This design comes from an exercise in tuning for small area, a short achievable clock period and few clock cycles on the open sky130 flow, not from production work.
At most, simulation tests tie the RTL to the original design; equivalence was not proved.
Function not checked in runs 3 to 8: the RTL went through the layout flow alone.
Power is estimated from default activity; no workload was simulated.

[config.mk]
export PLATFORM = sky130hd
export DESIGN_NAME = maze
export DESIGN_NICKNAME = maze
export VERILOG_FILES = /design/flow/design.v
export SDC_FILE = /design/flow/constraint.sdc
export NUM_CORES = 4
export LEC_CHECK = 0
export ABC_AREA = 1
export CAP_MARGIN = 20
export CORE_MARGIN = 2
export CORE_UTILIZATION = 55
export CTS_BUF_LIST = sky130_fd_sc_hd__clkbuf_4 sky130_fd_sc_hd__clkbuf_8
export CTS_CLUSTER_DIAMETER = 80
export CTS_CLUSTER_SIZE = 30
export PLACE_DENSITY = 0.75
export SETUP_SLACK_MARGIN = 1.45
export SLEW_MARGIN = 20
[run.sh]
#!/bin/bash
# synth_recipe.tcl (not shown) runs the flow's synth.tcl, then flattens the netlist and writes it again
# the make line also repeats each setting of config.mk as NAME=value (left out here)
make -C /OpenROAD-flow-scripts/flow DESIGN_CONFIG=/design/flow/config.mk WORK_HOME=/design/flow/orfs CLKGATE_MAP_FILE= SYNTH_SCRIPT=/design/flow/synth_recipe.tcl finish
[design.v]
module maze(clk, reset, start_i, row_i, action_o, coord_o);
    input clk, reset, start_i;
    input [15:0] row_i;
    output reg [1:0] action_o;
    output [5:0] coord_o;
    localparam [1:0] A_IDLE = 2'b00, A_IN = 2'b01, A_CAL = 2'b10, A_OUT = 2'b11;
    reg [63:0] s1, s0;
    reg [8:0]  ph;      
    reg        ld;      
    reg [1:0]  T;       
    reg [1:0]  dm;      
    reg        tgt;     
    reg [7:0]  cpos, rpos;
    wire load = ld | ph[7];
    wire walk = (action_o == A_OUT);
    wire [7:0] in1, in0, isst;
    genvar g;
    generate for (g = 0; g < 8; g = g + 1) begin : col
        assign in1[g]  =  row_i[15-2*g] &  row_i[14-2*g];
        assign in0[g]  = ~row_i[15-2*g] &  row_i[14-2*g];
        assign isst[g] =  row_i[15-2*g] & ~row_i[14-2*g];
    end endgenerate
    wire       found = load & |isst;
    wire       last  = ph[7];    
    wire [7:0] ldr   = ph[7:0];
    reg [63:0] x1, x0;
    integer k;
    always @* begin
        x1 = s1;
        x0 = s0;
        for (k = 7; k < 64; k = k + 8) begin
            x1[k] = last ? in1[k >> 3] : s1[k];
            x0[k] = last ? in0[k >> 3] : s0[k];
        end
    end
    wire [63:0] ROW0 = 64'h0101010101010101;
    wire [63:0] ROW7 = 64'h8080808080808080;
    wire [63:0] nb  = ((x1 >> 1) & ~ROW7) | ((x1 << 1) & ~ROW0) | (x1 >> 8) | (x1 << 8);
    wire [63:0] nw  = nb & ~x1 & ~x0 & {64{~ld}};
    wire        lab = T[1] ^ T[0];       
    always @(posedge clk) begin
        for (k = 0; k < 64; k = k + 1) begin
            if (ldr[k & 7] & ((k & 7) != 7)) begin
                s1[k] <= in1[k >> 3];
                s0[k] <= in0[k >> 3];
            end else begin
                s1[k] <= x1[k] | nw[k];
                s0[k] <= x0[k] | (nw[k] & lab);
            end
        end
    end
    reg  [7:0] c1, c0, r1, r0;    
    integer a, b;
    always @* begin
        for (a = 0; a < 8; a = a + 1) begin
            c1[a] = 1'b0; c0[a] = 1'b0;
            r1[a] = 1'b0; r0[a] = 1'b0;
            for (b = 0; b < 8; b = b + 1) begin
                c1[a] = c1[a] | (cpos[b] & s1[b*8+a]);
                c0[a] = c0[a] | (cpos[b] & s0[b*8+a]);
                r1[a] = r1[a] | (rpos[b] & s1[a*8+b]);
                r0[a] = r0[a] | (rpos[b] & s0[a*8+b]);
            end
        end
    end
    wire [7:0] cv = c1 & ~(c0 ^ {8{tgt}});
    wire [7:0] rv = r1 & ~(r0 ^ {8{tgt}});
    wire up    = |(rpos[7:1] & cv[6:0]);
    wire down  = |(rpos[6:0] & cv[7:1]);
    wire left  = |(cpos[7:1] & rv[6:0]);
    wire right = |(cpos[6:0] & rv[7:1]);
    wire reach = up | down | left | right;
    function [2:0] enc(input [7:0] x);
        enc = {|x[7:4], x[2] | x[3] | x[6] | x[7], x[1] | x[3] | x[5] | x[7]};
    endfunction
    wire [2:0] cc = enc(cpos);
    wire [2:0] cr = enc(rpos);
    assign coord_o = {cc, cr};
    wire mu = walk & up;
    wire md = walk & ~up & down;
    wire mv = walk & ~(up | down);           
    wire ml = mv & left;
    wire mr = mv & ~left;
    wire hold = ~found & ~walk;
    wire pd = cc[0] ^ cr[0] ^ row_i[4] ^ row_i[0];    
    always @(posedge clk) begin
        rpos <= ({8{found}} & ph[7:0]) | ({8{hold | mv}} & rpos)
              | ({8{mu}} & (rpos >> 1)) | ({8{md}} & (rpos << 1));
        cpos <= ({8{found}} & isst) | ({8{hold | mu | md}} & cpos)
              | ({8{ml}} & (cpos >> 1)) | ({8{mr}} & (cpos << 1));
    end
    always @(posedge clk) begin
        if (ld) T <= 2'd0;
        else    T <= T + 2'd1;
        if (walk)                  dm <= dm - 2'd1;
        else if (action_o == A_IN) dm <= {~pd, pd};
        else                       dm <= T + 2'd1;
        tgt <= (walk & ~dm[1]) | (~walk & ~load & ((reach & tgt) | (~reach & lab)));
    end
    always @(posedge clk) begin
        case (action_o)
            A_IDLE:  begin ph <= {8'd0, start_i}; ld <= start_i; end
            A_IN:    begin ph <= ph << 1;         ld <= ld & ~ph[6]; end
            default: begin ph <= 9'd0;            ld <= 1'b0; end
        endcase
    end
    always @(posedge clk or posedge reset) begin
        if (reset) begin
            action_o <= A_IDLE;
        end else begin
            case (action_o)
                A_IDLE: if (start_i) action_o <= A_IN;
                A_IN:   if (ph[8]) action_o <= reach ? A_OUT : A_CAL;
                A_CAL: if (reach) action_o <= A_OUT;
                A_OUT: if (!reach) action_o <= A_IDLE;    
            endcase
        end
    end
endmodule
[constraint.sdc]
create_clock -name core_clock -period 3.7 [get_ports {clk}]
set_input_delay 0.7400 -clock core_clock [delete_from_list [all_inputs] [get_ports {clk}]]
set_output_delay 0.7400 -clock core_clock [all_outputs]
set_load 0.01 [all_outputs]
==> impl_metrics.yaml, run 1 <==
cts:
  cts_tree: "built"
  ctsRootBufferMaster: "clkbuf_8"
  htree_levels: 4
  cts.sinks: 161
  postCtsHoldBufs: 0
  cts_buffers: 17
  path_clk_slew_ns: 0.10
  clk_path_buf_depth: 2
  worstSkewPairLatency_ns: 0.48
synth:
  seq_area_frac_synth: 0.339
  syn-cell-area_sq_um: 9540
  synthDominantCellAreaShare: 0.334
  ys_ff_latch: 161
  ys_async_sr_fraction: 0.0124
  synth_fp_nets: 1558
  yosysUniqueCellTypes: 42
  synthFlopType: "dfxtp_1"
  syn_inst: 1535
  yosysWarnings: 1
  synth_edf_count: 0
  synth.avg_cell_area_sq_um: 6.22
  ys_top_cells_by_area: "dfxtp_1 (33%), nand2_1 (23%), o21ai_0 (7.1%)"
  synth_top_cell_by_area: "dfxtp_1"
sta:
  worst_slew_pin_slew_ns: 1.09
  fmax_mhz: 448
  whs_ns: 0.401
  finalHoldViolations: 0
  min_period_over_period: 0.603
  rsz0062_at_grt: "yes"
  clock-skew-final_ns: 0.0148
  finalSetupViolCount: 0
  timing.slew.headroom: 0.271
  period_needed_ns: 2.23
  slew_viol_final: 0
  setup_tns_ns: 0
critical_path:
  cp_cell_sequence: "clkdlybuf4s50_1, nand2_2, nand2_1, o21ai_1, nand2_1, o31ai_1, nor2_1, o31a_1"
  path_buf_inv: 1
  path_max_fanout: 8
  end_kind: "flop"
  cp_data_required_time_ns: 4.08
  startpoint_type: "primary input"
  crit_arrival_ns: 2.61
  slowest_delay_ns: 0.47
  path_common_cell: "nand2_1"
  critical_path.top_delay_family: "compound AO/OA/AOI/OAI gates"
  worstSetupPathType: "primary input to flop"
  cpMaxStageDelayCell: "clkdlybuf4s50_1"
power:
  total_power_mw: 9.47
  power.density_nw_per_um2: 880
  p_leak_nw: 4.83
  peakVddDrop_mv: 0.740
grt:
  grt_pass1_wl_mm: 57.6
  track_usage: 0.415
  overflow: 0
  grt_max_degree: 52
  antenna_found_initial: 0
  grt_pass1_vias: 10200
floorplanning:
  io_pins: 27
  core_area_sq_um: 17100
  die_w_microns: 136
  die_h_microns: 136
  rows: 48
  initial_core_util: 0.557
  dieArea_sq_um: 18400
layout:
  drive_gt1_frac: 0.114
  fin_area_sq_um: 10800
  area_growth_pct: 12.8
  final_core_util: 0.629
  fill_cells: 1677
  multi_input_area_sq_um: 5680
  nNetsFinal: 1553
  n_antenna_cell: 0
  regArea_sq_um: 3290
drt:
  drc: 0
  via_per_inst: 6.37
  via_count: 11300
  firstDrtPassIters: 18
  ant_nets: 0
  wire_per_inst_microns: 21.6
  wirelength_mm: 38.1
  drtIter0Drc: 1658
placement:
  place_area_sq_um: 9810
  port-buffer-count: 26
  gp_congestion: 1.02
  dpl.hpwl_mm: 25.9
run_status:
  status: "timing/DRC/antenna clean"
job:
  drv_cap: 0
hold_path:
  hp-class: "primary input to asynchronous set/reset pin"
-- timing repair --
action	in CTS	in global routing
setup endpoints to repair	29	28
resized for setup	44	78
pin swaps	1	32
cloned	2	1
setup buffers	12	10
-- layer usage --
metal  vias up  wire [microns]  GRT usage  share of wire
met3       166            4460     0.0954           0.12
met5         -               0          0              0
met1      5173           15300      0.552           0.40
met4         0            1980      0.216          0.052
li1       5093               -          -              -
met2       823           16400      0.626           0.43
-- cells in the final DEF, fill, tap and decap left out, types with 4 or more instances in the layout --
master           Yosys  final
a21oi_1             17     16
a22oi_1             46     46
a31oi_1              6      6
buf_12               0      5
buf_4                1     40
buf_6                9      4
clkbuf_8             0     18
clkdlybuf4s50_1      0     20
clkinv_4             0      6
dfxtp_1            159    142
dfxtp_4              0     15
inv_1               75     73
nand2_1            575    564
nand2_2              8     17
nand3_1             51     46
nand3_2              2      7
nand4_1             46     46
nor2_1             161    144
nor2_2               7     17
nor2_4               2      9
nor3_1              23     23
nor4_1              75     74
o21ai_0            135    133
o21ai_1              5      7
-- report_power, final --
part,internal (mW),switching [mW]
clock,0.626,0.740
combinational,1.55,2.98
sequential,2.43,1.15
-- cells by family (layout without fill, tap and decap cells) --
| kind of cell | count (synthesis) | in the layout | share of synthesized area |
|---|---|---|---|
| XOR/XNOR | 5 | 5 | 0.00459 |
| AO/OA/AOI/OAI | 226 | 226 | 0.138 |
| buffers and inverters | 185 | 192 | 0.0837 |
| flip-flops | 161 | 161 | 0.339 |
| AND/OR/NAND/NOR | 954 | 955 | 0.429 |
| adder cells (fa/ha/maj) | 4 | 4 | 0.00525 |
-- flip-flops by register name (all words and copies together) (netlist names) --
register and cells:
rpos 8, dm 2, ld 1, tgt 1, cpos 8, ph 9, s1 64, s0 64
action_o 2, T 2
-- synth_stat cells (2+ instances only) --
cell type	n
nand3_2	2
buf_6	9
o31a_1	2
inv_2	4
nor2_8	2
dfrtp_1	2
a2bb2oi_1	3
clkbuf_1	67
nor2_2	7
nor2_4	2
nand4_1	46
buf_2	26
xor2_1	3
nand3_1	51
o21ai_0	135
a21oi_1	17
o21ai_1	5
a31oi_1	6
dfxtp_1	159
nor4_1	75
a22oi_1	46
nand2_1	575
ha_1	4
nor3_1	23
nand2_2	8
o31ai_1	3
o211ai_1	2
xnor2_1	2
nor2_1	161
inv_1	75
buf_1	2
-- worst register-to-register path, delay by kind of cell, from the launching register on --
kind | cells | cell delay, ns
buffers and inverters | 2 | 0.32
flip-flops | 1 | 0.39
AND/OR/NAND/NOR | 12 | 1.39
-- worst paths after layout --
check	from	to	slack, ns	cells past startpoint
max reg2reg	cpos[4]$_DFF_P_	cpos[1]$_DFF_P_	1.48	14
min in group core_clock	T[0]$_SDFF_PP0_	T[0]$_SDFF_PP0_	0.46	1
max	row_i[12]	s0[14]$_DFF_P_	1.47	8
max in group asynchronous	reset	action_o[0]$_DFFE_PP0P_	3.18	2
min reg2reg	T[0]$_SDFF_PP0_	T[0]$_SDFF_PP0_	0.46	1
min	reset	action_o[1]$_DFFE_PP0P_	0.40	2
-- layout make-up --
| cell class | count | share of cell area |
|---|---|---|
| timing repair buffer | 80 | 0.0736 |
| multi-input combinational | 1190 | 0.528 |
| inverter | 80 | 0.0289 |
| clock buffer | 18 | 0.0230 |
| sequential | 161 | 0.306 |
| clock inverter | 14 | 0.0144 |
| tap | 225 | 0.0262 |
-- stage by stage --
step | instances | worst slack, ns
after floorplan | 1535 | 1.87
after global placement | 1711 | 0.995
after detailed placement | 1711 | 0.954
after CTS | 1757 | 1.42
after global routing | 1768 | 1.38
final | 1768 | 1.47
Testbench counts, summed over its fixed seeds: cycles 39,396.
==> run 2: changes to the inputs <==
--- a/config.mk
+++ b/config.mk
@@ -11,7 +11,7 @@
 export CORE_UTILIZATION = 55
-export CTS_BUF_LIST = sky130_fd_sc_hd__clkbuf_4 sky130_fd_sc_hd__clkbuf_8
-export CTS_CLUSTER_DIAMETER = 80
-export CTS_CLUSTER_SIZE = 30
+export CTS_BUF_LIST = sky130_fd_sc_hd__clkbuf_8
+export CTS_CLUSTER_DIAMETER = 100
+export CTS_CLUSTER_SIZE = 40
 export PLACE_DENSITY = 0.75
-export SETUP_SLACK_MARGIN = 1.45
+export SETUP_SLACK_MARGIN = 1.4
 export SLEW_MARGIN = 20
==> impl_metrics.yaml, run 2 <==
run_status:
  status: "timing/DRC/antenna clean"
sta:
  finalHoldViolations: 0
  clock-skew-final_ns: 0.0162
  period_needed_ns: 2.24
  fmax_mhz: 445
  finalSetupViolCount: 0
  rsz0062_at_grt: "no"
  setup_tns_ns: 0
  slew_viol_final: 0
  worst_slew_pin_slew_ns: 1.10
  min_period_over_period: 0.607
  timing.slew.headroom: 0.270
  whs_ns: 0.389
cts:
  cts_buffers: 17
  cts_tree: "built"
  clk_path_buf_depth: 2
  worstSkewPairLatency_ns: 0.49
  htree_levels: 4
  cts.sinks: 161
  path_clk_slew_ns: 0.10
  ctsRootBufferMaster: "clkbuf_8"
placement:
  gp_congestion: 1.02
  port-buffer-count: 26
  dpl.hpwl_mm: 25.9
drt:
  via_count: 11200
  wire_per_inst_microns: 21.5
  drtIter0Drc: 1704
  ant_nets: 0
  firstDrtPassIters: 12
  drc: 0
  wirelength_mm: 38.0
  via_per_inst: 6.33
layout:
  final_cell_mix: "nand2_1 (569), nor2_1 (146), dfxtp_1 (142)"
  nNetsFinal: 1551
  area_growth_pct: 12.2
  final_common_cell: "nand2_1"
  drive_gt1_frac: 0.104
  n_antenna_cell: 0
  final_core_util: 0.625
  top_regs: "s0 (64), s1 (64), ph (9)"
critical_path:
  startpoint_type: "flop"
  cpMaxStageDelayCell: "dfxtp_4"
  critical_path.top_delay_family: "buffers and inverters"
  cp_data_required_time_ns: 2.96
  cp_cell_sequence: "inv_1, nand4_1, clkdlybuf4s15_1"
  slowest_delay_ns: 0.37
  path_max_fanout: 4
  end_kind: "output port"
  crit_arrival_ns: 1.50
  worstSetupPathType: "flop to output port"
  path_buf_inv: 2
power:
  p_leak_nw: 4.81
  swShare: 0.514
  total_power_mw: 9.44
  peakVddDrop_mv: 0.732
  p_clk_frac: 0.145
  p_int_mw: 4.59
  power.switching_mw: 4.85
  pwr-share-seq: 0.381
  pwr-share-comb: 0.474
  power.density_nw_per_um2: 882
floorplanning:
  initial_core_util: 0.557
  core_area_sq_um: 17100
  io_pins: 27
  dieArea_sq_um: 18400
  die_h_microns: 136
  die_w_microns: 136
  rows: 48
synth:
  syn_inst: 1535
  synthDominantCellAreaShare: 0.334
  syn-cell-area_sq_um: 9540
  yosys-top-cells-count: "nand2_1 (575), nor2_1 (161), dfxtp_1 (159)"
  synth_top_cell_by_area: "dfxtp_1"
  synth.avg_cell_area_sq_um: 6.22
  ys_top_cells_by_area: "dfxtp_1 (33%), nand2_1 (23%), o21ai_0 (7.1%)"
  synth.most_common_cell: "nand2_1"
  seq_area_frac_synth: 0.339
  synth_edf_count: 0
  synth_fp_nets: 1558
  ys_ff_latch: 161
  synthFlopType: "dfxtp_1"
  yosysWarnings: 1
  ys_async_sr_fraction: 0.0124
  yosysUniqueCellTypes: 42
grt:
  grt_pass1_vias: 10200
  gr-usage-met1: 0.552
  track_usage: 0.414
  gr-max-usage-layer: "met2"
  antenna_found_initial: 0
  overflow: 0
  grt_max_degree: 52
  grtUsageMet3: 0.0954
  grt_util_met2: 0.625
  grt_pass1_wl_mm: 57.6
hold_path:
  hp-class: "primary input to asynchronous set/reset pin"
job:
  drv_cap: 0
[run 2: cell counts after synthesis]
Identical to the previous run, type by type.
[run 2: path summary, 6_finish.rpt]
kind,slack (ns),cells past startpoint,to,startpoint
setup / recovery,1.46,3,coord_o[3],cpos[1]$_DFF_P_
hold / removal,0.39,2,action_o[0]$_DFFE_PP0P_,reset
setup reg to reg,1.46,15,action_o[1]$_DFFE_PP0P_,rpos[5]$_DFF_P_
hold reg to reg,0.46,1,T[0]$_SDFF_PP0_,T[0]$_SDFF_PP0_
max in group asynchronous,3.19,2,action_o[1]$_DFFE_PP0P_,reset
min in group core_clock,0.46,1,T[0]$_SDFF_PP0_,T[0]$_SDFF_PP0_
[run 2: area by class of cell]
type	instances	area, sq um
fill	1674	6410
sequential	161	3290
clock buffer	18	248
timing repair buffer	78	774
multi-input combinational	1190	5640
clock inverter	14	155
tap	225	282
inverter	80	312
[run 2: stage by stage]
stage | instances | setup WS, ns | cell area, sq um
floorplan | 1535 | 1.87 | 9540
global placement | 1711 | 0.995 | 9810
detailed placement | 1711 | 0.954 | 9810
CTS | 1755 | 1.40 | 10400
global route | 1766 | 1.38 | 10700
finish | 1766 | 1.46 | 10700
[run 2: worst reg2reg max path, delay by kind of cell, from the launching register on]
kind	cells	cell delay, ns
buf+inv	3	0.47
flops	1	0.35
simple gates	12	1.33
[run 2: cell families (layout without fill, tap and decap cells)]
| group | after synthesis | count (layout) | synth area share |
|---|---|---|---|
| AND/OR/NAND/NOR | 954 | 955 | 0.429 |
| AO/OA/AOI/OAI | 226 | 226 | 0.138 |
| buffers and inverters | 185 | 190 | 0.0837 |
| flip-flops | 161 | 161 | 0.339 |
| XOR/XNOR | 5 | 5 | 0.00459 |
| adder cells (fa/ha/maj) | 4 | 4 | 0.00525 |
[run 2: what timing repair did]
action	4_1_cts	5_1_grt
setup endpoints to repair	27	27
hold buffers	0	0
gates resized for setup	40	61
gates cloned	2	1
pin swaps	0	17
setup buffers	10	10
[run 2: metal layers]
layer  share of wire  vias to the layer above  routed length (microns)
li1                -                     5076                        -
met1            0.40                     5129                    15200
met2            0.43                      802                    16300
met3            0.12                      171                     4450
met4           0.053                        0                     2030
met5               0                        -                        0
[run 2: power groups by stage]
stage / Combinational (mW) / Sequential, mW / Clock, mW
6_report: 4.47 / 3.59 / 1.37
3_3_place_gp: 3.72 / 3.67 / 0
2_1_floorplan: 3.20 / 2.86 / 0
5_1_grt: 4.91 / 3.64 / 1.42
4_1_cts: 4.05 / 3.50 / 1.36
3_5_place_dp: 3.79 / 3.67 / 0
==> run 3: changes to the inputs <==
--- a/design.v
+++ b/design.v
@@ -51,3 +51,4 @@
     end
-    reg  [7:0] c1, c0, r1, r0;    
+    wire [63:0] G = s1 & ~(s0 ^ {64{tgt}});
+    reg  [7:0] cv, rv;    
     integer a, b;
@@ -55,9 +56,7 @@
         for (a = 0; a < 8; a = a + 1) begin
-            c1[a] = 1'b0; c0[a] = 1'b0;
-            r1[a] = 1'b0; r0[a] = 1'b0;
+            cv[a] = 1'b0;
+            rv[a] = 1'b0;
             for (b = 0; b < 8; b = b + 1) begin
-                c1[a] = c1[a] | (cpos[b] & s1[b*8+a]);
-                c0[a] = c0[a] | (cpos[b] & s0[b*8+a]);
-                r1[a] = r1[a] | (rpos[b] & s1[a*8+b]);
-                r0[a] = r0[a] | (rpos[b] & s0[a*8+b]);
+                cv[a] = cv[a] | (cpos[b] & G[b*8+a]);
+                rv[a] = rv[a] | (rpos[b] & G[a*8+b]);
             end
@@ -65,4 +64,2 @@
     end
-    wire [7:0] cv = c1 & ~(c0 ^ {8{tgt}});
-    wire [7:0] rv = r1 & ~(r0 ^ {8{tgt}});
     wire up    = |(rpos[7:1] & cv[6:0]);
==> config.mk (replaced) <==
export PLATFORM = sky130hd
export DESIGN_NAME = maze
export DESIGN_NICKNAME = maze
export VERILOG_FILES = /design/flow/design.v
export SDC_FILE = /design/flow/constraint.sdc
export NUM_CORES = 4
export LEC_CHECK = 0
export ABC_AREA = 1
export CAP_MARGIN = 20
export CORE_MARGIN = 2
export CORE_UTILIZATION = 40
export CTS_BUF_LIST = sky130_fd_sc_hd__clkbuf_4 sky130_fd_sc_hd__clkbuf_8
export CTS_CLUSTER_DIAMETER = 80
export CTS_CLUSTER_SIZE = 30
export SETUP_SLACK_MARGIN = 1.3
export SLEW_MARGIN = 20
==> impl_metrics.yaml, run 3 <==
floorplanning:
  rows: 55
  core_area_sq_um: 22800
  initial_core_util: 0.409
  dieArea_sq_um: 24500
  die_h_microns: 157
  io_pins: 27
  die_w_microns: 157
layout:
  area_growth_pct: 16.9
  n_antenna_cell: 0
  fill_cells: 2313
  nNetsFinal: 1479
  top_regs: "s0 (64), s1 (64), ph (9)"
  drive_gt1_frac: 0.122
  final_cell_count_no_fill: 1782
  final_common_cell: "nand2_1"
  final_cell_mix: "nand2_1 (376), dfxtp_1 (146), inv_1 (128), o21ai_0 (128), nor2_1 (116)"
drt:
  wirelength_mm: 34.8
  via_count: 10400
  drc: 0
  drtIter0Drc: 1356
  wire_per_inst_microns: 19.5
  ant_nets: 0
  via_per_inst: 5.86
  firstDrtPassIters: 6
grt:
  grt_pass1_vias: 9109
  overflow: 0
  grt_max_degree: 65
  antenna_found_initial: 0
  track_usage: 0.269
  grt_pass1_wl_mm: 51.5
hold_path:
  hp-class: "primary input to asynchronous set/reset pin"
sta:
  timing.slew.headroom: 0.362
  worst_slew_pin_slew_ns: 0.957
  finalSetupViolCount: 0
  whs_ns: 0.404
  rsz0062_at_grt: "yes"
  clock-skew-final_ns: 0.0144
  fmax_mhz: 408
  finalHoldViolations: 0
  slew_viol_final: 0
  period_needed_ns: 2.45
  setup_tns_ns: 0
  min_period_over_period: 0.662
critical_path:
  path_max_fanout: 8
  cpMaxStageDelayCell: "dfxtp_4"
  cp_data_required_time_ns: 4.08
  cp_cell_sequence: "clkinv_8, buf_12, nand2_1, nand2_1, nand3_1, nand2_1, nor2_1, a21oi_2, nor2_2, nand2_2, nor2_8, buf_12, nand2_8, nand2_4, nand3_2, nand2_1, nand2_1"
  slowest_delay_ns: 0.47
  startpoint_type: "flop"
  path_common_cell: "nand2_1"
  r2r_slack_ns: 1.25
  rr_endpoint: "action_o[1]$_DFFE_PP0P_"
  end_kind: "flop"
  r2r-start: "tgt$_DFF_P_"
  r2r.worst_path.cells: 17
  worstSetupPathType: "flop to flop"
  crit_arrival_ns: 2.83
job:
  drv_cap: 0
placement:
  gp_congestion: 0.901
  dpl.cell_count: 1714
  port-buffer-count: 26
  dpl.hpwl_mm: 22.3
synth:
  seq_area_frac_synth: 0.347
  synth.most_common_cell: "nand2_1"
  synth_top_cell_by_area: "dfxtp_1"
  yosysWarnings: 1
  yosys-top-cells-count: "nand2_1 (402), dfxtp_1 (159), nor2_1 (133)"
  ys_async_sr_fraction: 0.0124
  synthFlopType: "dfxtp_1"
  synth_fp_nets: 1473
  ys_top_cells_by_area: "dfxtp_1 (34%), nand2_1 (16%), nand4_1 (7.7%)"
  synth_edf_count: 0
  syn-cell-area_sq_um: 9320
  synth.avg_cell_area_sq_um: 6.43
  ys_ff_latch: 161
  synthDominantCellAreaShare: 0.341
  syn_inst: 1450
  yosysUniqueCellTypes: 39
power:
  peakVddDrop_mv: 0.472
  power.density_nw_per_um2: 904
  total_power_mw: 9.86
  p_leak_nw: 4.89
cts:
  path_clk_slew_ns: 0.10
  cts_buffers: 17
  htree_levels: 4
  clk_path_buf_depth: 2
  ctsRootBufferMaster: "clkbuf_8"
  cts_tree: "built"
  cts.sinks: 161
  worstSkewPairLatency_ns: 0.47
run_status:
  status: "timing/DRC/antenna clean"
[run 3: through the flow]
| stage | cell area (sq um) | setup slack, ns | utilization |
|---|---|---|---|
| floorplan | 9320 | 1.80 | - |
| global placement | 9690 | 0.954 | 0.425 |
| detailed placement | 9690 | 0.920 | 0.425 |
| CTS | 10200 | 1.22 | 0.450 |
| global route | 10900 | 1.12 | 0.479 |
| finish | 10900 | 1.25 | 0.479 |
[run 3: how the worst max path moves through the flow]
stage                               start                 endpoint  slack (ns)  cells past startpoint
after floorplan               tgt$_DFF_P_  action_o[0]$_DFFE_PP0P_        1.80                     19
after global placement           row_i[0]          cpos[6]$_DFF_P_        0.95                     11
after detailed placement         row_i[0]          cpos[6]$_DFF_P_        0.92                     11
after CTS                 cpos[3]$_DFF_P_               coord_o[3]        1.22                      3
after global routing          tgt$_DFF_P_  action_o[0]$_DFFE_PP0P_        1.12                     19
final                         tgt$_DFF_P_  action_o[1]$_DFFE_PP0P_        1.25                     17
[run 3: power by group]
| group | switching, mW | internal (mW) | leakage [nW] |
|---|---|---|---|
| sequential | 0.977 | 2.43 | 1.35 |
| clock | 0.720 | 0.636 | 0.193 |
| combinational | 3.25 | 1.84 | 3.34 |
| total | 4.95 | 4.91 | 4.89 |
[run 3: final cells by class]
cell class	count	area, sq um	area share
clock buffers	20	263	0.0241
clock inverters	12	135	0.0124
inverters	135	532	0.0488
multi-input cells	1064	5430	0.498
flip-flops and latches	161	3280	0.301
well taps	313	392	0.0359
repair buffers	77	871	0.0799
[run 3: what timing repair did]
action / 4_1_cts / 5_1_grt
setup buffers: 9 / 14
gates cloned: 1 / 12
endpoints found under the setup margin: 25 / 31
hold buffers: 0 / 0
hold endpoints to repair: 0 / 0
pin swaps: 1 / 24
gates resized for setup: 29 / 93
[run 3: logic make-up (layout without fill, tap and decap cells)]
logic type,Yosys count,count (layout),synth area share
AND/OR/NAND/NOR,822,823,0.402
AO/OA/AOI/OAI,232,232,0.141
buffers and inverters,226,244,0.100
flip-flops,161,161,0.347
XOR/XNOR,5,5,0.00470
adder cells (fa/ha/maj),4,4,0.00537
[run 3: routing by layer]
| layer | global-route usage | wire length, microns | up-vias |
|---|---|---|---|
| met4 | 0.0730 | 1040 | 0 |
| met1 | 0.373 | 15300 | 4852 |
| met2 | 0.430 | 15500 | 526 |
| met5 | 0 | 0 | - |
| met3 | 0.0465 | 3050 | 81 |
| li1 | - | - | 4987 |
[run 3: critical path, delay by kind of cell, from the launching register on]
kind            cells  cell delay (ns)
compound gates      1             0.09
buf+inv             3             0.46
flops               1             0.47
simple gates       13             1.31
==> run 4: changes to the inputs <==
--- a/design.v
+++ b/design.v
@@ -12,3 +12,4 @@
     reg        tgt;     
-    reg [7:0]  cpos, rpos;
+    reg [7:0]  cpos, rpos;    
+    reg [7:0]  cq, rq;        
     wire load = ld | ph[7];
@@ -51,4 +52,3 @@
     end
-    wire [63:0] G = s1 & ~(s0 ^ {64{tgt}});
-    reg  [7:0] cv, rv;    
+    reg  [7:0] c1, c0, r1, r0;    
     integer a, b;
@@ -56,7 +56,9 @@
         for (a = 0; a < 8; a = a + 1) begin
-            cv[a] = 1'b0;
-            rv[a] = 1'b0;
+            c1[a] = 1'b0; c0[a] = 1'b0;
+            r1[a] = 1'b0; r0[a] = 1'b0;
             for (b = 0; b < 8; b = b + 1) begin
-                cv[a] = cv[a] | (cpos[b] & G[b*8+a]);
-                rv[a] = rv[a] | (rpos[b] & G[a*8+b]);
+                c1[a] = c1[a] | (cpos[b] & s1[b*8+a]);
+                c0[a] = c0[a] | (cpos[b] & s0[b*8+a]);
+                r1[a] = r1[a] | (rpos[b] & s1[a*8+b]);
+                r0[a] = r0[a] | (rpos[b] & s0[a*8+b]);
             end
@@ -64,6 +66,8 @@
     end
-    wire up    = |(rpos[7:1] & cv[6:0]);
-    wire down  = |(rpos[6:0] & cv[7:1]);
-    wire left  = |(cpos[7:1] & rv[6:0]);
-    wire right = |(cpos[6:0] & rv[7:1]);
+    wire [7:0] cv = c1 & ~(c0 ^ {8{tgt}});
+    wire [7:0] rv = r1 & ~(r0 ^ {8{tgt}});
+    wire up    = |(rq[7:1] & cv[6:0]);
+    wire down  = |(rq[6:0] & cv[7:1]);
+    wire left  = |(cq[7:1] & rv[6:0]);
+    wire right = |(cq[6:0] & rv[7:1]);
     wire reach = up | down | left | right;
@@ -72,4 +76,4 @@
     endfunction
-    wire [2:0] cc = enc(cpos);
-    wire [2:0] cr = enc(rpos);
+    wire [2:0] cc = enc(cq);
+    wire [2:0] cr = enc(rq);
     assign coord_o = {cc, cr};
@@ -87,2 +91,6 @@
               | ({8{ml}} & (cpos >> 1)) | ({8{mr}} & (cpos << 1));
+        rq   <= ({8{found}} & ph[7:0]) | ({8{hold | mv}} & rq)
+              | ({8{mu}} & (rq >> 1)) | ({8{md}} & (rq << 1));
+        cq   <= ({8{found}} & isst) | ({8{hold | mu | md}} & cq)
+              | ({8{ml}} & (cq >> 1)) | ({8{mr}} & (cq << 1));
     end
--- a/config.mk
+++ b/config.mk
@@ -14,3 +14,3 @@
 export CTS_CLUSTER_SIZE = 30
-export SETUP_SLACK_MARGIN = 1.3
+export SETUP_SLACK_MARGIN = 1.5
 export SLEW_MARGIN = 20
==> impl_metrics.yaml, run 4 <==
floorplanning:
  core_area_sq_um: 25200
  die_h_microns: 164
  dieArea_sq_um: 27000
  io_pins: 27
  initial_core_util: 0.408
  die_w_microns: 164
  rows: 58
grt:
  grt_pass1_vias: 10200
  track_usage: 0.304
  grt_max_degree: 52
  grt_pass1_wl_mm: 61.8
  overflow: 0
  antenna_found_initial: 1
synth:
  ys_top_cells_by_area: "dfxtp_1 (34%), nand2_1 (22%), o21ai_0 (6.3%)"
  syn-cell-area_sq_um: 10300
  yosysUniqueCellTypes: 48
  yosys-top-cells-count: "nand2_1 (606), dfxtp_1 (175), nor2_1 (171)"
  syn_inst: 1609
  synthFlopType: "dfxtp_1"
  synthDominantCellAreaShare: 0.341
  ys_async_sr_fraction: 0.0113
  synth_top_cell_by_area: "dfxtp_1"
  ys_ff_latch: 177
  yosysWarnings: 1
  synth.avg_cell_area_sq_um: 6.39
  synth_fp_nets: 1632
  seq_area_frac_synth: 0.346
  synth.most_common_cell: "nand2_1"
  synth_edf_count: 0
power:
  p_leak_nw: 5.17
  peakVddDrop_mv: 0.472
  power.switching_mw: 5.13
  pwr-share-comb: 0.453
  p_clk_frac: 0.154
  pwr-share-seq: 0.393
  p_int_mw: 5.14
  swShare: 0.499
  power.density_nw_per_um2: 873
critical_path:
  startpoint_type: "flop"
  r2r_slack_ns: 1.48
  cp_data_required_time_ns: 4.11
  path_max_fanout: 14
  worstSetupPathType: "flop to flop"
  end_kind: "flop"
  crit_arrival_ns: 2.64
sta:
  setup_tns_ns: 0
  fmax_mhz: 450
  finalHoldViolations: 0
  rsz0062_at_grt: "yes"
  clock-skew-final_ns: 0.0161
  slew_viol_final: 0
  min_period_over_period: 0.600
  worst_slew_pin_slew_ns: 1.12
  timing.slew.headroom: 0.256
  period_needed_ns: 2.22
  finalSetupViolCount: 0
layout:
  fill_cells: 2568
  multi_input_area_sq_um: 6100
  n_antenna_cell: 0
  top_regs: "s0 (64), s1 (64), ph (9)"
  drive_gt1_frac: 0.134
  nNetsFinal: 1629
  regArea_sq_um: 3660
  final_common_cell: "nand2_1"
  final_cell_count_no_fill: 1949
  final_cell_mix: "nand2_1 (583), nor2_1 (148), dfxtp_1 (144)"
  area_growth_pct: 14.4
placement:
  dpl.cell_count: 1892
  port-buffer-count: 26
  gp_congestion: 0.967
  dpl.hpwl_mm: 29.1
cts:
  cts_tree: "built"
  path_clk_slew_ns: 0.11
  cts.sinks: 177
  clk_path_buf_depth: 2
  ctsRootBufferMaster: "clkbuf_8"
  cts_buffers: 17
  htree_levels: 4
  worstSkewPairLatency_ns: 0.49
drt:
  ant_nets: 0
  wirelength_mm: 41.5
  drtIter0Drc: 1596
  firstDrtPassIters: 6
  via_count: 11400
  wire_per_inst_microns: 21.3
  drc: 0
  via_per_inst: 5.85
hold_path:
  hp-class: "primary input to asynchronous set/reset pin"
run_status:
  status: "timing/DRC/antenna clean"
job:
  drv_cap: 0
## run 4: what timing repair did
action | 4_1_cts | 5_1_grt
cloned | 1 | 2
endpoints found under the setup margin | 44 | 45
hold buffers | 0 | 0
setup buffers | 18 | 4
pin swaps | 10 | 10
gates resized for setup | 79 | 78
## run 4: critical path, cell delays in order (launching register included)
cell and delay (ns):
dfxtp_4 0.48, buf_6 0.14, buf_4 0.10, nand2_1 0.04, nand2_1 0.07, nor2_1 0.04, nand2_1 0.10, nand4_1 0.18
nand2_1 0.10, nor2_1 0.05, nand2_2 0.13, inv_4 0.06, buf_4 0.14, nor3_4 0.19, buf_12 0.16, nand2_1 0.07
nand4_2 0.09
## run 4: logic make-up after synthesis
| logic type | after synthesis | share of synthesized area |
|---|---|---|
| AO/OA/AOI/OAI | 223 | 0.129 |
| AND/OR/NAND/NOR | 1019 | 0.432 |
| flip-flops | 177 | 0.346 |
| buffers and inverters | 181 | 0.0845 |
| XOR/XNOR | 5 | 0.00426 |
| adder cells (fa/ha/maj) | 4 | 0.00487 |
## run 4: area by class of cell
cell class | count | area share
inverters | 76 | 0.0251
repair buffers | 83 | 0.0708
flip-flops and latches | 177 | 0.311
clock inverters | 13 | 0.0168
well taps | 330 | 0.0351
clock buffers | 19 | 0.0217
multi-input cells | 1251 | 0.519
## run 4: through the flow
step,util,hold slack [ns],power (mW),setup WS (ns),area (sq um)
4_1_cts,0.453,0.376,9.77,1.50,11400
3_5_place_dp,0.421,0.447,7.87,0.624,10600
5_1_grt,0.467,0.396,10.9,1.41,11800
6_report,0.467,0.393,10.3,1.48,11800
3_3_place_gp,0.421,0.450,7.80,0.738,10600
2_1_floorplan,-,0.410,6.49,1.57,10300
## run 4: final timing paths
path,from,end,depth (start not counted)
max in group asynchronous,reset,action_o[0]$_DFFE_PP0P_,2
worst max register to register,cpos[4]$_DFF_P_,rpos[1]$_DFF_P_,16
worst max-delay path,cpos[4]$_DFF_P_,rpos[1]$_DFF_P_,16
worst min register to register,T[0]$_SDFF_PP0_,T[0]$_SDFF_PP0_,1
min in group core_clock,T[0]$_SDFF_PP0_,T[0]$_SDFF_PP0_,1
worst min-delay path,reset,action_o[0]$_DFFE_PP0P_,2
## run 4: per-layer routing
metal  wire (microns)  global-route usage
met5                0                   0
met4             1610               0.130
met3             3970              0.0533
met2            17900               0.446
met1            18100               0.436
## run 4: power groups by stage
stage | Combinational [mW] | Clock, mW | Sequential, mW
3_5_place_dp | 3.90 | 0 | 3.98
2_1_floorplan | 3.33 | 0 | 3.16
3_3_place_gp | 3.82 | 0 | 3.98
6_report | 4.65 | 1.58 | 4.04
5_1_grt | 5.11 | 1.67 | 4.10
4_1_cts | 4.24 | 1.59 | 3.94
==> run 5: changes to the inputs <==
--- a/config.mk
+++ b/config.mk
@@ -14,3 +14,3 @@
 export CTS_CLUSTER_SIZE = 30
-export SETUP_SLACK_MARGIN = 1.5
+export SETUP_SLACK_MARGIN = 1.3
 export SLEW_MARGIN = 20
==> impl_metrics.yaml, run 5 <==
floorplanning:
  io_pins: 27
  initial_core_util: 0.408
  rows: 58
  die_h_microns: 164
  dieArea_sq_um: 27000
  die_w_microns: 164
  core_area_sq_um: 25200
run_status:
  status: "timing/DRC/antenna clean"
cts:
  postCtsHoldBufs: 0
  worstSkewPairLatency_ns: 0.49
  cts_buffers: 17
  htree_levels: 4
  clk_path_buf_depth: 2
  path_clk_slew_ns: 0.10
  ctsRootBufferMaster: "clkbuf_8"
  cts.sinks: 177
  cts_tree: "built"
drt:
  wirelength_mm: 40.3
  via_per_inst: 5.84
  firstDrtPassIters: 6
  ant_nets: 0
  drtIter0Drc: 1557
  drc: 0
  wire_per_inst_microns: 20.8
  via_count: 11300
critical_path:
  path_buf_inv: 1
  cp_cell_sequence: "nor2_1, nand2_1, clkdlybuf4s50_1"
  end_kind: "output port"
  slowest_delay_ns: 0.53
  cpMaxStageDelayCell: "clkdlybuf4s50_1"
  cp_data_required_time_ns: 2.96
  critical_path.top_delay_family: "buffers and inverters"
  crit_arrival_ns: 1.61
  startpoint_type: "flop"
  path_max_fanout: 6
  worstSetupPathType: "flop to output port"
power:
  peakVddDrop_mv: 0.474
  power.density_nw_per_um2: 864
  swShare: 0.500
  p_leak_nw: 5.00
  power.switching_mw: 4.90
  pwr-share-seq: 0.413
  total_power_mw: 9.79
  p_clk_frac: 0.161
  pwr-share-comb: 0.426
  p_int_mw: 4.89
sta:
  slew_viol_final: 0
  timing.final.ws_setup_ns: 1.35
  rsz0062_at_grt: "yes"
  finalSetupViolCount: 0
  min_period_over_period: 0.635
  setup_tns_ns: 0
  finalHoldViolations: 0
  period_needed_ns: 2.35
  timing.slew.headroom: 0.232
  whs_ns: 0.395
  clock-skew-final_ns: 0.0182
  worst_slew_pin_slew_ns: 1.15
  fmax_mhz: 426
job:
  drv_cap: 0
synth:
  synthDominantCellAreaShare: 0.341
  synth.most_common_cell: "nand2_1"
  yosysWarnings: 1
  ys_ff_latch: 177
  synth.avg_cell_area_sq_um: 6.39
  syn_inst: 1609
  ys_async_sr_fraction: 0.0113
  yosys-top-cells-count: "nand2_1 (606), dfxtp_1 (175), nor2_1 (171)"
  seq_area_frac_synth: 0.346
  synth_edf_count: 0
  syn-cell-area_sq_um: 10300
  yosysUniqueCellTypes: 48
  synth_top_cell_by_area: "dfxtp_1"
  ys_top_cells_by_area: "dfxtp_1 (34%), nand2_1 (22%), o21ai_0 (6.3%)"
  synthFlopType: "dfxtp_1"
  synth_fp_nets: 1632
hold_path:
  hp-class: "primary input to asynchronous set/reset pin"
grt:
  grt_pass1_vias: 10000
  antenna_found_initial: 0
  overflow: 0
  grt_max_degree: 52
  grt_pass1_wl_mm: 60.9
  track_usage: 0.300
layout:
  drive_gt1_frac: 0.0960
  area_growth_pct: 10.2
  final_common_cell: "nand2_1"
  top_regs: "s0 (64), s1 (64), ph (9)"
  final_cell_count_no_fill: 1935
  final_core_util: 0.450
  final_cell_mix: "nand2_1 (605), nor2_1 (162), dfxtp_1 (146)"
  nNetsFinal: 1614
  fill_cells: 2623
  fin_area_sq_um: 11300
placement:
  post-place-ws_ns: 0.624
  dpl.cell_count: 1892
  dpl.hpwl_mm: 29.1
  port-buffer-count: 26
  gp_congestion: 0.967
  place_area_sq_um: 10600
[run 5: cell counts after synthesis]
Identical to the previous run, type by type.
[run 5: power groups by stage]
stage	Clock (mW)	Sequential [mW]	Combinational [mW]
finish	1.58	4.04	4.17
detailed placement	0	3.98	3.90
CTS	1.59	3.96	3.97
floorplan	0	3.16	3.33
global route	1.66	4.11	4.63
global placement	0	3.98	3.82
[run 5: path summary, 6_finish.rpt]
| check | startpoint | end | slack, ns | cells after the start |
|---|---|---|---|---|
| worst max-delay path | rq[6]$_DFF_P_ | coord_o[1] | 1.35 | 3 |
| worst min register to register | dm[0]$_DFF_P_ | dm[0]$_DFF_P_ | 0.47 | 1 |
| worst min-delay path | reset | action_o[1]$_DFFE_PP0P_ | 0.40 | 2 |
| min in group core_clock | dm[0]$_DFF_P_ | dm[0]$_DFF_P_ | 0.47 | 1 |
| max in group asynchronous | reset | action_o[0]$_DFFE_PP0P_ | 3.20 | 2 |
| worst max register to register | cpos[4]$_DFF_P_ | cq[0]$_DFF_P_ | 1.42 | 16 |
[run 5: cell type report]
class / instances / area, sq um / share of cell area
repair buffers: 68 / 614 / 0.0542
well taps: 330 / 413 / 0.0365
flip-flops and latches: 177 / 3650 / 0.322
diodes: 1 / 2.50 / 0.000221
multi-input cells: 1251 / 5910 / 0.521
clock inverters: 13 / 198 / 0.0175
inverters: 76 / 292 / 0.0257
clock buffers: 19 / 255 / 0.0225
[run 5: worst register-to-register path, delay by kind of cell, from the launching register on]
kind	cells	cell delay, ns
DFF	1	0.45
and+or+nand+nor	13	1.32
AOI/OAI and AO/OA	1	0.08
buffers and inverters	2	0.36
[run 5: cell families (layout without fill, tap and decap cells)]
group                      after synthesis  after routing  synth area share
and+or+nand+nor                       1019           1019             0.432
other                                    0              1                 0
AOI/OAI and AO/OA                      223            223             0.129
xor gates and xnor gates                 5              5           0.00426
adders and majority gates                4              4           0.00487
DFF                                    177            177             0.346
buffers and inverters                  181            176            0.0845
[run 5: repair_timing]
action | in CTS | in global routing
resized for setup | 40 | 34
pin swaps | 2 | 1
setup buffers | 4 | 6
endpoints found under the setup margin | 41 | 40
[run 5: routing by layer]
| layer | global-route usage | routed length (microns) | vias up |
|---|---|---|---|
| met1 | 0.433 | 17800 | 5256 |
| met2 | 0.438 | 17200 | 637 |
| met4 | 0.130 | 1570 | 0 |
| met3 | 0.0482 | 3690 | 97 |
| met5 | 0 | 0 | - |
| li1 | - | - | 5318 |
==> run 6: changes to the inputs <==
--- a/design.v
+++ b/design.v
@@ -12,4 +12,3 @@
     reg        tgt;     
-    reg [7:0]  cpos, rpos;    
-    reg [7:0]  cq, rq;        
+    reg [7:0]  cpos, rpos;
     wire load = ld | ph[7];
@@ -66,8 +65,9 @@
     end
-    wire [7:0] cv = c1 & ~(c0 ^ {8{tgt}});
-    wire [7:0] rv = r1 & ~(r0 ^ {8{tgt}});
-    wire up    = |(rq[7:1] & cv[6:0]);
-    wire down  = |(rq[6:0] & cv[7:1]);
-    wire left  = |(cq[7:1] & rv[6:0]);
-    wire right = |(cq[6:0] & rv[7:1]);
+    wire [7:0] cv1 = c1 & c0, cv0 = c1 & ~c0, rv1 = r1 & r0, rv0 = r1 & ~r0;
+    wire [7:0] rt = rpos & {8{tgt}}, rn = rpos & {8{~tgt}};
+    wire [7:0] ct = cpos & {8{tgt}}, cn = cpos & {8{~tgt}};
+    wire up    = |(rt[7:1] & cv1[6:0]) | |(rn[7:1] & cv0[6:0]);
+    wire down  = |(rt[6:0] & cv1[7:1]) | |(rn[6:0] & cv0[7:1]);
+    wire left  = |(ct[7:1] & rv1[6:0]) | |(cn[7:1] & rv0[6:0]);
+    wire right = |(ct[6:0] & rv1[7:1]) | |(cn[6:0] & rv0[7:1]);
     wire reach = up | down | left | right;
@@ -76,4 +76,4 @@
     endfunction
-    wire [2:0] cc = enc(cq);
-    wire [2:0] cr = enc(rq);
+    wire [2:0] cc = enc(cpos);
+    wire [2:0] cr = enc(rpos);
     assign coord_o = {cc, cr};
@@ -91,6 +91,2 @@
               | ({8{ml}} & (cpos >> 1)) | ({8{mr}} & (cpos << 1));
-        rq   <= ({8{found}} & ph[7:0]) | ({8{hold | mv}} & rq)
-              | ({8{mu}} & (rq >> 1)) | ({8{md}} & (rq << 1));
-        cq   <= ({8{found}} & isst) | ({8{hold | mu | md}} & cq)
-              | ({8{ml}} & (cq >> 1)) | ({8{mr}} & (cq << 1));
     end
--- a/config.mk
+++ b/config.mk
@@ -14,3 +14,3 @@
 export CTS_CLUSTER_SIZE = 30
-export SETUP_SLACK_MARGIN = 1.3
+export SETUP_SLACK_MARGIN = 1.4
 export SLEW_MARGIN = 20
==> impl_metrics.yaml, run 6 <==
critical_path:
  path_depth: 3
  path_max_fanout: 6
  worstSetupPathType: "flop to output port"
  r2r.worst_path.cells: 17
  rr_endpoint: "action_o[0]$_DFFE_PP0P_"
  cpMaxStageDelayCell: "dfxtp_4"
  r2r_slack_ns: 1.46
  path_buf_inv: 2
  end_kind: "output port"
  cp_data_required_time_ns: 2.96
  slowest_delay_ns: 0.40
  startpoint_type: "flop"
  r2r-start: "cpos[4]$_DFF_P_"
  crit_arrival_ns: 1.52
  cp_cell_sequence: "inv_1, nand3_1, dlygate4sd2_1"
  critical_path.top_delay_family: "buffers and inverters"
synth:
  synthFlopType: "dfxtp_1"
  yosysWarnings: 1
  syn_inst: 1634
  synth_top_cell_by_area: "dfxtp_1"
  synth_fp_nets: 1657
  ys_ff_latch: 161
  yosys-top-cells-count: "nand2_1 (641), nor2_1 (185), dfxtp_1 (159)"
  synth.avg_cell_area_sq_um: 6.09
  synthDominantCellAreaShare: 0.320
  synth.most_common_cell: "nand2_1"
  synth_edf_count: 0
  ys_async_sr_fraction: 0.0124
  ys_top_cells_by_area: "dfxtp_1 (32%), nand2_1 (24%), nor2_1 (7.0%)"
  syn-cell-area_sq_um: 9950
  yosysUniqueCellTypes: 44
  seq_area_frac_synth: 0.325
cts:
  postCtsHoldBufs: 0
  path_clk_slew_ns: 0.10
  cts.sinks: 161
  ctsRootBufferMaster: "clkbuf_8"
  clk_path_buf_depth: 2
  cts_tree: "built"
  worstSkewPairLatency_ns: 0.47
  htree_levels: 4
  cts_buffers: 17
grt:
  antenna_found_initial: 0
  grt_pass1_vias: 10500
  track_usage: 0.319
  grt_pass1_wl_mm: 63.2
  grt_max_degree: 52
  overflow: 0
layout:
  final_core_util: 0.482
  drive_gt1_frac: 0.154
  final_cell_mix: "nand2_1 (602), nor2_1 (152), dfxtp_1 (140)"
  final_common_cell: "nand2_1"
  area_growth_pct: 18.1
  n_antenna_cell: 0
  top_regs: "s0 (64), s1 (64), ph (9)"
  nNetsFinal: 1679
floorplanning:
  initial_core_util: 0.408
  die_h_microns: 162
  die_w_microns: 162
  rows: 57
  io_pins: 27
  core_area_sq_um: 24400
  dieArea_sq_um: 26200
drt:
  via_count: 11700
  firstDrtPassIters: 6
  drtIter0Drc: 1859
  wire_per_inst_microns: 21.5
  via_per_inst: 5.88
  wirelength_mm: 42.9
  ant_nets: 0
  drc: 0
sta:
  period_needed_ns: 2.26
  setup_tns_ns: 0
  finalSetupViolCount: 0
  timing.slew.headroom: 0.430
  min_period_over_period: 0.611
  slew_viol_final: 0
  worst_slew_pin_slew_ns: 0.852
  finalHoldViolations: 0
  clock-skew-final_ns: 0.0113
  fmax_mhz: 442
  rsz0062_at_grt: "yes"
run_status:
  status: "timing/DRC/antenna clean"
hold_path:
  hp-class: "primary input to asynchronous set/reset pin"
power:
  power.density_nw_per_um2: 859
  peakVddDrop_mv: 0.533
  p_leak_nw: 5.41
placement:
  dpl.hpwl_mm: 29.0
  port-buffer-count: 26
  gp_congestion: 1.01
job:
  drv_cap: 0
==> run 6: changes by cell type after synthesis, moves of 4 or more <==
cell and change:
buf_6 -6, clkbuf_2 +5, dfxtp_1 -16, inv_1 +30
nand2_1 +35, nand3_1 -5, nand3_2 +4, nand4_1 -27
nand4_2 -6, nor2_1 +14, nor2_2 +7, nor2_4 +4
==> run 6: logic make-up (layout without fill, tap and decap cells) <==
logic type,count (synthesis),after routing,synth area share
xor gates and xnor gates,5,5,0.00440
adders and majority gates,4,4,0.00503
buffers and inverters,203,237,0.0893
DFF,161,161,0.325
and+or+nand+nor,1046,1046,0.449
AOI/OAI and AO/OA,215,215,0.128
==> run 6: cell type report <==
class / instances / area [sq um]
clock buffer: 21 / 277
clock inverter: 10 / 150
fill: 2567 / 12600
inverter: 103 / 390
multi-input combinational: 1270 / 6150
sequential: 161 / 3300
tap: 324 / 405
timing repair buffer: 102 / 1070
timing repair inverter: 1 / 5.00
==> run 6: power breakdown <==
group	leakage, nW	switching, mW	internal, mW
sequential	1.36	1.26	2.43
clock	0.214	0.733	0.726
combinational	3.84	3.26	1.69
==> run 6: repair_timing <==
item | 4_1_cts | 5_1_grt
endpoints found under the setup margin | 26 | 28
setup buffers | 30 | 16
endpoints found under the hold margin | 0 | 0
pin swaps | 4 | 56
cloned | 0 | 6
resized for setup | 45 | 130
==> run 6: worst register-to-register path: cells and delay by family (launching register included) <==
kind / cells / cell delay (ns)
AND/OR/NAND/NOR: 15 / 1.49
flip-flops: 1 / 0.36
buffers and inverters: 2 / 0.31
==> run 6: how the worst max path moves through the flow <==
| stage | startpoint | endpoint | slack [ns] |
|---|---|---|---|
| after floorplan | row_i[2] | s0[54]$_DFF_P_ | 1.84 |
| after global placement | rpos[6]$_DFF_P_ | action_o[0]$_DFFE_PP0P_ | 0.99 |
| after detailed placement | rpos[6]$_DFF_P_ | action_o[0]$_DFFE_PP0P_ | 0.97 |
| after CTS | rpos[1]$_DFF_P_ | coord_o[0] | 1.20 |
| after global routing | cpos[4]$_DFF_P_ | action_o[0]$_DFFE_PP0P_ | 1.34 |
| final | cpos[1]$_DFF_P_ | coord_o[3] | 1.44 |
==> run 6: stage by stage <==
step | hold slack [ns] | total power, mW | instance area [sq um] | instances | setup slack (ns)
after floorplan | 0.410 | 6.11 | 9950 | 1634 | 1.84
after global placement | 0.457 | 7.62 | 10300 | 1908 | 0.991
after detailed placement | 0.452 | 7.65 | 10300 | 1908 | 0.970
after CTS | 0.386 | 9.29 | 11000 | 1969 | 1.20
after global routing | 0.399 | 10.6 | 11800 | 1992 | 1.34
final | 0.402 | 10.1 | 11800 | 1992 | 1.44
==> run 6: per-layer routing <==
layer | up-vias | global-route usage | routed length (microns)
met1 | 5416 | 0.427 | 17600
met3 | 168 | 0.0651 | 4460
li1 | 5381 | - | -
met2 | 742 | 0.492 | 18400
met4 | 0 | 0.154 | 2410
met5 | - | 0 | 0
==> run 7: changes to the inputs <==
--- a/config.mk
+++ b/config.mk
@@ -10,3 +10,3 @@
 export CORE_MARGIN = 2
-export CORE_UTILIZATION = 40
+export CORE_UTILIZATION = 55
 export CTS_BUF_LIST = sky130_fd_sc_hd__clkbuf_4 sky130_fd_sc_hd__clkbuf_8
@@ -14,2 +14,3 @@
 export CTS_CLUSTER_SIZE = 30
+export PLACE_DENSITY = 0.75
 export SETUP_SLACK_MARGIN = 1.4
==> impl_metrics.yaml, run 7 <==
layout:
  n_antenna_cell: 0
  top_regs: "s0 (64), s1 (64), ph (9)"
  area_growth_pct: 14.6
  final_common_cell: "nand2_1"
  nNetsFinal: 1668
  fin_area_sq_um: 11400
  drive_gt1_frac: 0.138
  final_cell_mix: "nand2_1 (610), nor2_1 (158), dfxtp_1 (141)"
drt:
  drtIter0Drc: 1905
  drc: 0
  wire_per_inst_microns: 21.4
  wirelength_mm: 40.3
  firstDrtPassIters: 9
  via_per_inst: 6.29
  ant_nets: 0
  via_count: 11900
sta:
  period_needed_ns: 2.31
  worst_slew_pin_slew_ns: 1.10
  finalSetupViolCount: 0
  slew_viol_final: 0
  setup_tns_ns: 0
  clock-skew-final_ns: 0.0174
  rsz0062_at_grt: "yes"
  fmax_mhz: 434
  min_period_over_period: 0.623
  finalHoldViolations: 0
  timing.slew.headroom: 0.268
synth:
  ys_ff_latch: 161
  yosysUniqueCellTypes: 44
  yosys-top-cells-count: "nand2_1 (641), nor2_1 (185), dfxtp_1 (159)"
  ys_top_cells_by_area: "dfxtp_1 (32%), nand2_1 (24%), nor2_1 (7.0%)"
  yosys.area_share.adder: 0.00503
  synth_fp_nets: 1657
  synth_top_cell_by_area: "dfxtp_1"
  syn-cell-area_sq_um: 9950
  muxShareOfSynthArea: 0
  synth-compound-area-share: 0.128
  synthSimpleGateAreaFrac: 0.449
  synth.most_common_cell: "nand2_1"
  synth.avg_cell_area_sq_um: 6.09
  synth_top_family_by_area: "simple AND/OR/NAND/NOR gates"
  synthXorXnorAreaFrac: 0.00440
  ys_async_sr_fraction: 0.0124
  synthDominantCellAreaShare: 0.320
  synthFlopType: "dfxtp_1"
  syn_inst: 1634
  seq_area_frac_synth: 0.325
  yosysWarnings: 1
  synth_edf_count: 0
cts:
  cts.sinks: 161
  htree_levels: 4
  cts_tree: "built"
  worstSkewPairLatency_ns: 0.48
  ctsRootBufferMaster: "clkbuf_8"
  cts_buffers: 17
  clk_path_buf_depth: 2
  path_clk_slew_ns: 0.10
run_status:
  status: "timing/DRC/antenna clean"
hold_path:
  hp-class: "primary input to asynchronous set/reset pin"
job:
  drv_cap: 0
power:
  power.switching_mw: 5.10
  total_power_mw: 9.70
  peakVddDrop_mv: 0.690
  p_clk_frac: 0.140
  p_int_mw: 4.60
  pwr-share-seq: 0.374
  pwr-share-comb: 0.486
  power.density_nw_per_um2: 850
  swShare: 0.526
  p_leak_nw: 5.32
critical_path:
  cpMaxStageDelayCell: "dfxtp_4"
  end_kind: "flop"
  path_max_fanout: 7
  cp_data_required_time_ns: 4.12
  cp_cell_sequence: "buf_12, buf_6, nand2_1, nand2_1, nor2_2, nand2_2, inv_1, nand2_2, nor2_1, nor2_1, nand2_1, nor2_4, buf_4, nor2_4, nand2_1, nand4_1"
  path_common_cell: "nand2_1"
  worstSetupPathType: "flop to flop"
  slowest_delay_ns: 0.40
  crit_arrival_ns: 2.72
  startpoint_type: "flop"
floorplanning:
  dieArea_sq_um: 19200
  io_pins: 27
  rows: 49
  core_area_sq_um: 17800
  die_h_microns: 139
  die_w_microns: 139
  initial_core_util: 0.558
grt:
  antenna_found_initial: 0
  grt_pass1_vias: 10400
  overflow: 0
  grt_pass1_wl_mm: 59.1
  track_usage: 0.395
  grt_max_degree: 52
placement:
  dpl.hpwl_mm: 25.5
  gp_congestion: 1.05
  port-buffer-count: 26
  place_area_sq_um: 10100
[run 7: cell count changes in the layout (fill, tap and decap cells not counted), moves of 4 or more]
cell,change
buf_4,-4
buf_8,-4
nand2_1,+8
nand2_2,-10
nor2_1,+6
nor2_4,-4
[run 7: timing repair]
item / CTS / global route
gates cloned: 0 / 5
endpoints found under the setup margin: 27 / 22
hold buffers: 0 / 0
buffers inserted: 31 / 12
resized for setup: 40 / 104
pin swaps: 3 / 59
[run 7: logic make-up (layout without fill, tap and decap cells)]
| logic type | after synthesis | in the layout |
|---|---|---|
| flip-flops | 161 | 161 |
| AO/OA/AOI/OAI | 215 | 215 |
| AND/OR/NAND/NOR | 1046 | 1046 |
| buffers and inverters | 203 | 227 |
| adder cells (fa/ha/maj) | 4 | 4 |
| XOR/XNOR | 5 | 5 |
[run 7: area by class of cell]
cell class / instances / area, sq um
Sequential cell: 161 / 3300
Inverter: 103 / 387
Clock buffer: 20 / 275
Fill cell: 1616 / 6430
Clock inverter: 12 / 123
Tap cell: 229 / 287
Multi-Input combinational cell: 1270 / 6100
Timing Repair Buffer: 92 / 945
[run 7: layer usage]
metal	routed length, microns	vias to the layer above	global-route usage
li1	-	5346	-
met1	14900	5378	0.524
met2	16900	921	0.590
met3	5550	226	0.0991
met4	3020	0	0.222
met5	0	-	0
[run 7: worst paths after layout]
| kind | end | depth (start not counted) | slack, ns | start |
|---|---|---|---|---|
| worst max-delay path | cpos[1]$_DFF_P_ | 16 | 1.39 | rpos[3]$_DFF_P_ |
| worst min-delay path | action_o[0]$_DFFE_PP0P_ | 2 | 0.39 | reset |
| worst max register to register | cpos[1]$_DFF_P_ | 16 | 1.39 | rpos[3]$_DFF_P_ |
| worst min register to register | tgt$_DFF_P_ | 1 | 0.45 | dm[1]$_DFF_P_ |
| max in group asynchronous | action_o[1]$_DFFE_PP0P_ | 2 | 3.20 | reset |
| min in group core_clock | tgt$_DFF_P_ | 1 | 0.45 | dm[1]$_DFF_P_ |
[run 7: through the flow]
stage / hold WS, ns / std cells / utilization / worst slack, ns
5_1_grt: 0.401 / 1887 / 0.640 / 1.28
2_1_floorplan: 0.410 / 1634 / - / 1.84
4_1_cts: 0.389 / 1870 / 0.607 / 1.41
3_5_place_dp: 0.448 / 1807 / 0.568 / 0.993
6_report: 0.392 / 1887 / 0.640 / 1.39
3_3_place_gp: 0.441 / 1807 / 0.568 / 1.03
[run 7: critical path, delay by kind of cell (launching register included)]
family / cells / cell delay [ns]
buffers and inverters: 4 / 0.58
flip-flops: 1 / 0.40
AND/OR/NAND/NOR: 12 / 1.25
[run 7: power groups by stage]
stage / combinational, mW / clock, mW / sequential [mW]
final: 4.72 / 1.36 / 3.63
after detailed placement: 3.70 / 0 / 3.73
after global placement: 3.63 / 0 / 3.73
after CTS: 4.10 / 1.35 / 3.50
after floorplan: 3.21 / 0 / 2.90
after global routing: 5.08 / 1.42 / 3.65
==> run 8: changes to the inputs <==
--- a/design.v
+++ b/design.v
@@ -10,3 +10,3 @@
     reg [1:0]  T;       
-    reg [1:0]  dm;      
+    reg        lab;     
     reg        tgt;     
@@ -38,4 +38,3 @@
     wire [63:0] nb  = ((x1 >> 1) & ~ROW7) | ((x1 << 1) & ~ROW0) | (x1 >> 8) | (x1 << 8);
-    wire [63:0] nw  = nb & ~x1 & ~x0 & {64{~ld}};
-    wire        lab = T[1] ^ T[0];       
+    wire [63:0] nw  = nb & ~x1 & ~x0 & {64{~ld & ~walk}};
     always @(posedge clk) begin
@@ -65,9 +64,8 @@
     end
-    wire [7:0] cv1 = c1 & c0, cv0 = c1 & ~c0, rv1 = r1 & r0, rv0 = r1 & ~r0;
-    wire [7:0] rt = rpos & {8{tgt}}, rn = rpos & {8{~tgt}};
-    wire [7:0] ct = cpos & {8{tgt}}, cn = cpos & {8{~tgt}};
-    wire up    = |(rt[7:1] & cv1[6:0]) | |(rn[7:1] & cv0[6:0]);
-    wire down  = |(rt[6:0] & cv1[7:1]) | |(rn[6:0] & cv0[7:1]);
-    wire left  = |(ct[7:1] & rv1[6:0]) | |(cn[7:1] & rv0[6:0]);
-    wire right = |(ct[6:0] & rv1[7:1]) | |(cn[6:0] & rv0[7:1]);
+    wire [7:0] cv = c1 & ~(c0 ^ {8{tgt}});
+    wire [7:0] rv = r1 & ~(r0 ^ {8{tgt}});
+    wire up    = |(rpos[7:1] & cv[6:0]);
+    wire down  = |(rpos[6:0] & cv[7:1]);
+    wire left  = |(cpos[7:1] & rv[6:0]);
+    wire right = |(cpos[6:0] & rv[7:1]);
     wire reach = up | down | left | right;
@@ -93,8 +91,8 @@
     always @(posedge clk) begin
-        if (ld) T <= 2'd0;
-        else    T <= T + 2'd1;
-        if (walk)                  dm <= dm - 2'd1;
-        else if (action_o == A_IN) dm <= {~pd, pd};
-        else                       dm <= T + 2'd1;
-        tgt <= (walk & ~dm[1]) | (~walk & ~load & ((reach & tgt) | (~reach & lab)));
+        if (ld)                      T <= 2'd0;
+        else if (walk)               T <= T - 2'd1;
+        else if (ph[8] & reach)      T <= {~pd, pd};
+        else                         T <= T + 2'd1;
+        lab <= ~ld & ~T[1];
+        tgt <= (walk & ~T[1]) | (~walk & ~load & ((reach & tgt) | (~reach & lab)));
     end
--- a/config.mk
+++ b/config.mk
@@ -10,3 +10,3 @@
 export CORE_MARGIN = 2
-export CORE_UTILIZATION = 55
+export CORE_UTILIZATION = 40
 export CTS_BUF_LIST = sky130_fd_sc_hd__clkbuf_4 sky130_fd_sc_hd__clkbuf_8
@@ -14,3 +14,2 @@
 export CTS_CLUSTER_SIZE = 30
-export PLACE_DENSITY = 0.75
 export SETUP_SLACK_MARGIN = 1.4
==> impl_metrics.yaml, run 8 <==
run_status:
  status: "timing/DRC/antenna clean"
layout:
  drive_gt1_frac: 0.133
  final_cell_mix: "nand2_1 (549), dfxtp_1 (142), o21ai_0 (137)"
  multi_input_area_sq_um: 5780
  regArea_sq_um: 3270
  final_core_util: 0.473
  top_regs: "s0 (64), s1 (64), ph (9)"
  n_antenna_cell: 0
  final_common_cell: "nand2_1"
synth:
  syn_inst: 1507
  seq_area_frac_synth: 0.341
  synth_fp_nets: 1530
  yosysUniqueCellTypes: 40
  yosys-top-cells-count: "nand2_1 (553), dfxtp_1 (158), nor2_1 (153)"
  syn-cell-area_sq_um: 9440
  synthDominantCellAreaShare: 0.335
  ys_ff_latch: 160
  yosysWarnings: 1
  synth_top_cell_by_area: "dfxtp_1"
critical_path:
  startpoint_type: "flop"
  worstSetupPathType: "flop to flop"
  r2r_slack_ns: 1.41
  crit_arrival_ns: 2.69
  end_kind: "flop"
  cp_data_required_time_ns: 4.10
  path_max_fanout: 9
cts:
  clk_path_buf_depth: 2
  ctsRootBufferMaster: "clkbuf_8"
  htree_levels: 4
  postCtsHoldBufs: 0
  worstSkewPairLatency_ns: 0.48
grt:
  grt_max_degree: 35
  grt_pass1_vias: 9725
  grt_pass1_wl_mm: 58.7
  antenna_found_initial: 0
placement:
  port-buffer-count: 26
  gp_congestion: 0.993
  place_area_sq_um: 9920
  dpl.cell_count: 1797
  post-place-ws_ns: 0.942
  dpl.hpwl_mm: 27.8
drt:
  wire_per_inst_microns: 21.1
  ant_nets: 0
  drc: 0
  drtIter0Drc: 1412
  firstDrtPassIters: 5
  via_count: 11000
  wirelength_mm: 39.3
  via_per_inst: 5.90
power:
  peakVddDrop_mv: 0.348
  total_power_mw: 9.70
  p_leak_nw: 4.74
sta:
  timing.slew.headroom: 0.489
  worst_slew_pin_slew_ns: 0.765
  whs_ns: 0.401
  timing.final.ws_setup_ns: 1.41
  slew_viol_final: 0
  rsz0062_at_grt: "yes"
  finalSetupViolCount: 0
  clock-skew-final_ns: 0.0148
  finalHoldViolations: 0
  setup_tns_ns: 0
  fmax_mhz: 437
  period_needed_ns: 2.29
  min_period_over_period: 0.619
floorplanning:
  initial_core_util: 0.404
  io_pins: 27
  dieArea_sq_um: 24800
  core_area_sq_um: 23300
  die_h_microns: 158
  die_w_microns: 158
## run 8: cell types whose count changed in the layout (fill, tap and decap cells not counted), sizes merged, moves of 4 or more
cell / change
nand3: -15
clkinv: +4
dlygate4sd2: -6
o21ai: +16
nand2: -98
nand4: +36
buf: +13
a22oi: +4
o211ai: +4
nor2: -38
inv: -25
clkbuf: -5
## run 8: worst max-delay path, cell delays in order (launching register included)
cell and delay, ns:
dfxtp_4 0.42, buf_12 0.16, buf_8 0.13, nand2_1 0.05, nand2_1 0.05, nor2_1 0.13, nand2_1 0.09, nand4_1 0.10
nand2_1 0.09, nor2_4 0.18, nand2_4 0.12, nor2_8 0.16, buf_6 0.14, nand2_8 0.08, nor2_4 0.15, nand2_1 0.06
o211ai_1 0.08
## run 8: final timing paths
kind,from,end,cells after the start
setup / recovery,cpos[2]$_DFF_P_,cpos[7]$_DFF_P_,16
hold / removal,reset,action_o[1]$_DFFE_PP0P_,2
setup reg to reg,cpos[2]$_DFF_P_,cpos[7]$_DFF_P_,16
hold reg to reg,T[1]$_SDFF_PP0_,lab$_DFF_P_,1
max in group asynchronous,reset,action_o[0]$_DFFE_PP0P_,2
min in group core_clock,T[1]$_SDFF_PP0_,lab$_DFF_P_,1
## run 8: layer usage
layer	track usage	up-vias	wire, microns
li1	-	5092	-
met1	0.441	5102	16600
met2	0.481	647	16800
met3	0.0479	134	4070
met4	0.127	0	1880
met5	0	-	0
## run 8: repair_timing
item                                    4_1_cts  5_1_grt
endpoints found under the setup margin       32      118
gates cloned                                  1        1
setup buffers                                12       18
pin swaps                                     6       11
resized for setup                            62       95
## run 8: cells by family after synthesis
kind of cell / count (synthesis) / share of synthesized area
DFF: 160 / 0.341
adders and majority gates: 4 / 0.00530
xor gates and xnor gates: 4 / 0.00371
AOI/OAI and AO/OA: 232 / 0.144
and+or+nand+nor: 930 / 0.424
buffers and inverters: 177 / 0.0826
## run 8: power breakdown
part	internal [mW]	leakage, nW	total (mW)	switching, mW
clock network	0.492	0.180	1.27	0.780
registers	2.42	1.34	3.70	1.27
logic	1.74	3.22	4.73	2.99
total	4.65	4.74	9.70	5.05
## run 8: cell type report
class                           count  area share
Clock inverter                     13     0.00963
Timing Repair Buffer               97      0.0828
Sequential cell                   160       0.296
Inverter                           82      0.0295
Tap cell                          319      0.0361
Clock buffer                       19      0.0225
Multi-Input combinational cell   1171       0.524

Re-timed with assumed drivers on the ports (clkbuf_16 on the clock, buf_2 on other inputs), run 8 has 1.378 ns of setup slack against 1.410 ns with ideal ports, and 1.042 ns once port delays also move by the mid clock arrival of 0.518 ns.
